This design comes from an exercise in tuning for small area and a short achievable clock period on the open sky130 flow, not from production work. Only simulation tests tie the RTL to the original design; equivalence was not proved. Power figures rest on the tool's default switching activity, not on a simulated workload.

==> inputs of 01-24 <==
// bit_population_counter_top
module bit_population_counter_top (
  input  logic         clk_i,
  input  logic         srst_i,
  input  logic [127:0] data_i,
  input  logic         data_val_i,
  output logic [6:0]   data_o,
  output logic         data_val_o
);
  wire s1 = data_i[0] ^ data_i[100] ^ data_i[101];
  wire c2 = (data_i[0] & data_i[100]) | (data_i[0] & data_i[101]) | (data_i[100] & data_i[101]);
  wire s3 = data_i[102] ^ data_i[103] ^ data_i[104];
  wire c4 = (data_i[102] & data_i[103]) | (data_i[102] & data_i[104]) | (data_i[103] & data_i[104]);
  wire s5 = data_i[105] ^ data_i[106] ^ data_i[107];
  wire c6 = (data_i[105] & data_i[106]) | (data_i[105] & data_i[107]) | (data_i[106] & data_i[107]);
  wire s7 = data_i[108] ^ data_i[109] ^ data_i[10];
  wire c8 = (data_i[108] & data_i[109]) | (data_i[108] & data_i[10]) | (data_i[109] & data_i[10]);
  wire s9 = data_i[110] ^ data_i[111] ^ data_i[112];
  wire c10 = (data_i[110] & data_i[111]) | (data_i[110] & data_i[112]) | (data_i[111] & data_i[112]);
  wire s11 = data_i[113] ^ data_i[114] ^ data_i[115];
  wire c12 = (data_i[113] & data_i[114]) | (data_i[113] & data_i[115]) | (data_i[114] & data_i[115]);
  wire s13 = data_i[116] ^ data_i[117] ^ data_i[118];
  wire c14 = (data_i[116] & data_i[117]) | (data_i[116] & data_i[118]) | (data_i[117] & data_i[118]);
  wire s15 = data_i[119] ^ data_i[11] ^ data_i[120];
  wire c16 = (data_i[119] & data_i[11]) | (data_i[119] & data_i[120]) | (data_i[11] & data_i[120]);
  wire s17 = data_i[121] ^ data_i[122] ^ data_i[123];
  wire c18 = (data_i[121] & data_i[122]) | (data_i[121] & data_i[123]) | (data_i[122] & data_i[123]);
  wire s19 = data_i[124] ^ data_i[125] ^ data_i[126];
  wire c20 = (data_i[124] & data_i[125]) | (data_i[124] & data_i[126]) | (data_i[125] & data_i[126]);
  wire s21 = data_i[127] ^ data_i[12] ^ data_i[13];
  wire c22 = (data_i[127] & data_i[12]) | (data_i[127] & data_i[13]) | (data_i[12] & data_i[13]);
  wire s23 = data_i[14] ^ data_i[15] ^ data_i[16];
  wire c24 = (data_i[14] & data_i[15]) | (data_i[14] & data_i[16]) | (data_i[15] & data_i[16]);
  wire s25 = data_i[17] ^ data_i[18] ^ data_i[19];
  wire c26 = (data_i[17] & data_i[18]) | (data_i[17] & data_i[19]) | (data_i[18] & data_i[19]);
  wire s27 = data_i[1] ^ data_i[20] ^ data_i[21];
  ...
clock: 2.6 ns
lec_check: 0
cap_margin: 20
core_margin: 2
core_utilization: 40
slew_margin: 20
synth_args: -noabc
buffer_ports_args: -buffer_cell sky130_fd_sc_hd__buf_1
cts_args: -repair_clock_nets -dont_use_dummy_load -sink_clustering_enable -buf_list {sky130_fd_sc_hd__clkbuf_4} -sink_clustering_size 50 -sink_clustering_max_diameter 300 -sink_clustering_buffer sky130_fd_sc_hd__clkbuf_8
standard.sh (not shown) runs the stock make flow with config.mk's settings and CLKGATE_MAP_FILE= SYNTH_SCRIPT=/design/flow/synth_recipe.tcl, a recipe that flattens the netlist after the stock synthesis.
==> flow/flow/run.sh <==
#!/bin/bash
# The standard layout (standard.sh) with three changes to its settings:
#  - Yosys's synth runs without its early "abc -fast" pass (SYNTH_ARGS=-noabc),
#    so extract_fa keeps the RTL's full adders in their true polarity instead
#    of adding inverters around them; the registers are the same;
#  - ports are buffered with plain buf_1 cells instead of delay buffers;
#  - CTS inserts no dummy loads and uses small clock buffers.
# make's output (every step's log is also kept under orfs/logs) goes to flow.log.
set -euo pipefail
cat >> config.mk <<'CFG'
export SYNTH_ARGS = -noabc
export BUFFER_PORTS_ARGS = -buffer_cell sky130_fd_sc_hd__buf_1
export CTS_ARGS = -repair_clock_nets -dont_use_dummy_load -sink_clustering_enable -buf_list {sky130_fd_sc_hd__clkbuf_4} -sink_clustering_size 50 -sink_clustering_max_diameter 300 -sink_clustering_buffer sky130_fd_sc_hd__clkbuf_8
CFG
bash standard.sh finish > flow.log 2>&1
==> 05-20 (differences from 01-24) <==
--- a/flow/flow/run.sh
+++ b/flow/flow/run.sh
@@ -12,3 +12,3 @@
 export BUFFER_PORTS_ARGS = -buffer_cell sky130_fd_sc_hd__buf_1
-export CTS_ARGS = -repair_clock_nets -dont_use_dummy_load -sink_clustering_enable -buf_list {sky130_fd_sc_hd__clkbuf_4} -sink_clustering_size 50 -sink_clustering_max_diameter 300 -sink_clustering_buffer sky130_fd_sc_hd__clkbuf_8
+export CTS_ARGS = -sink_clustering_enable -repair_clock_nets -dont_use_dummy_load -buf_list {sky130_fd_sc_hd__clkbuf_4 sky130_fd_sc_hd__clkbuf_8}
 CFG
==> flow/config.mk (replaced) <==
export PLATFORM = sky130hd
export DESIGN_NAME = bit_population_counter_top
export DESIGN_NICKNAME = bit_population_counter_top
export VERILOG_FILES = /design/flow/design.v
export SDC_FILE = /design/flow/constraint.sdc
export NUM_CORES = 4
export LEC_CHECK = 0
export CAP_MARGIN = 20
export CORE_MARGIN = 2
export CORE_UTILIZATION = 65
export PLACE_DENSITY = 0.8
export SLEW_MARGIN = 20
export SYNTH_ARGS = -noabc
export BUFFER_PORTS_ARGS = -buffer_cell sky130_fd_sc_hd__buf_1
export CTS_ARGS = -sink_clustering_enable -repair_clock_nets -dont_use_dummy_load -buf_list {sky130_fd_sc_hd__clkbuf_4 sky130_fd_sc_hd__clkbuf_8}
==> 03-25 (differences from 01-24) <==
--- a/flow/flow/run.sh
+++ b/flow/flow/run.sh
@@ -12,3 +12,3 @@
 export BUFFER_PORTS_ARGS = -buffer_cell sky130_fd_sc_hd__buf_1
-export CTS_ARGS = -repair_clock_nets -dont_use_dummy_load -sink_clustering_enable -buf_list {sky130_fd_sc_hd__clkbuf_4} -sink_clustering_size 50 -sink_clustering_max_diameter 300 -sink_clustering_buffer sky130_fd_sc_hd__clkbuf_8
+export CTS_ARGS = -sink_clustering_enable -repair_clock_nets -dont_use_dummy_load -buf_list {sky130_fd_sc_hd__clkbuf_4 sky130_fd_sc_hd__clkbuf_8}
 CFG
--- a/flow/config.mk
+++ b/flow/config.mk
@@ -13,2 +13,2 @@
 export BUFFER_PORTS_ARGS = -buffer_cell sky130_fd_sc_hd__buf_1
-export CTS_ARGS = -repair_clock_nets -dont_use_dummy_load -sink_clustering_enable -buf_list {sky130_fd_sc_hd__clkbuf_4} -sink_clustering_size 50 -sink_clustering_max_diameter 300 -sink_clustering_buffer sky130_fd_sc_hd__clkbuf_8
+export CTS_ARGS = -sink_clustering_enable -repair_clock_nets -dont_use_dummy_load -buf_list {sky130_fd_sc_hd__clkbuf_4 sky130_fd_sc_hd__clkbuf_8}
==> 04-16 (differences from 01-24) <==
--- a/flow/flow/run.sh
+++ b/flow/flow/run.sh
@@ -12,3 +12,3 @@
 export BUFFER_PORTS_ARGS = -buffer_cell sky130_fd_sc_hd__buf_1
-export CTS_ARGS = -repair_clock_nets -dont_use_dummy_load -sink_clustering_enable -buf_list {sky130_fd_sc_hd__clkbuf_4} -sink_clustering_size 50 -sink_clustering_max_diameter 300 -sink_clustering_buffer sky130_fd_sc_hd__clkbuf_8
+export CTS_ARGS = -repair_clock_nets -dont_use_dummy_load -sink_clustering_enable -buf_list {sky130_fd_sc_hd__clkbuf_4 sky130_fd_sc_hd__clkbuf_16} -sink_clustering_size 40 -sink_clustering_max_diameter 200 -sink_clustering_levels 1
 CFG
--- a/flow/config.mk
+++ b/flow/config.mk
@@ -13,2 +13,2 @@
 export BUFFER_PORTS_ARGS = -buffer_cell sky130_fd_sc_hd__buf_1
-export CTS_ARGS = -repair_clock_nets -dont_use_dummy_load -sink_clustering_enable -buf_list {sky130_fd_sc_hd__clkbuf_4} -sink_clustering_size 50 -sink_clustering_max_diameter 300 -sink_clustering_buffer sky130_fd_sc_hd__clkbuf_8
+export CTS_ARGS = -repair_clock_nets -dont_use_dummy_load -sink_clustering_enable -buf_list {sky130_fd_sc_hd__clkbuf_4 sky130_fd_sc_hd__clkbuf_16} -sink_clustering_size 40 -sink_clustering_max_diameter 200 -sink_clustering_levels 1
==> comparison <==
Global-route usage, lowest first: 01-24, 03-25, 04-16, 05-20.
Non-clock buffer count is the same in 01-24 and 03-25.
The lowest first-iteration DRC count belongs to 03-25, the highest to 04-16.
In sequential cell count, 05-20 and 04-16 do not differ.
Clock power: 01-24 is smaller than 04-16 (about 54%).
Of 05-20 and 03-25, 05-20 has the higher combinational power (gap about 4%, measured against 03-25).
In area after synthesis, 03-25 and 05-20 do not differ.
The lowest sequential share of layout area belongs to 04-16, the highest to 01-24.
In via count, 01-24 and 03-25 hardly differ.
Register-to-register slack is about the same in 03-25 and 04-16.

## separate check: timing with driven ports
In the flow no input, the clock included, has a driving cell. The finished layouts below were timed again as built, in two steps.
Step 1 assumes that a clkbuf_16 drives the clock port and a buf_2 every other input.
Step 2 also shifts input and output timing later by t, the mid clock arrival at the registers, as if the neighbouring blocks saw the same clock.
a / b / c = ideal / step 1 / step 2; a / b = the first two.
run | t (ns) | setup WS [ns] | worst setup path after step 2 | pins driven straight from the clock port
01-24 | 0.485 | 1.117 / 1.117 / 0.818 | input to register | 1
05-20 | 0.431 | 1.112 / 1.112 / 0.790 | input to register | 1
03-25 | 0.436 | 1.119 / 1.119 / 0.809 | input to register | 1
04-16 | 0.430 | 1.118 / 1.118 / 0.807 | input to register | 1
After both steps setup and hold are still met in every run listed. The setup slack of 05-20, which loses most, moves by 0.000 ns with the drivers and by -0.322 ns with both steps.
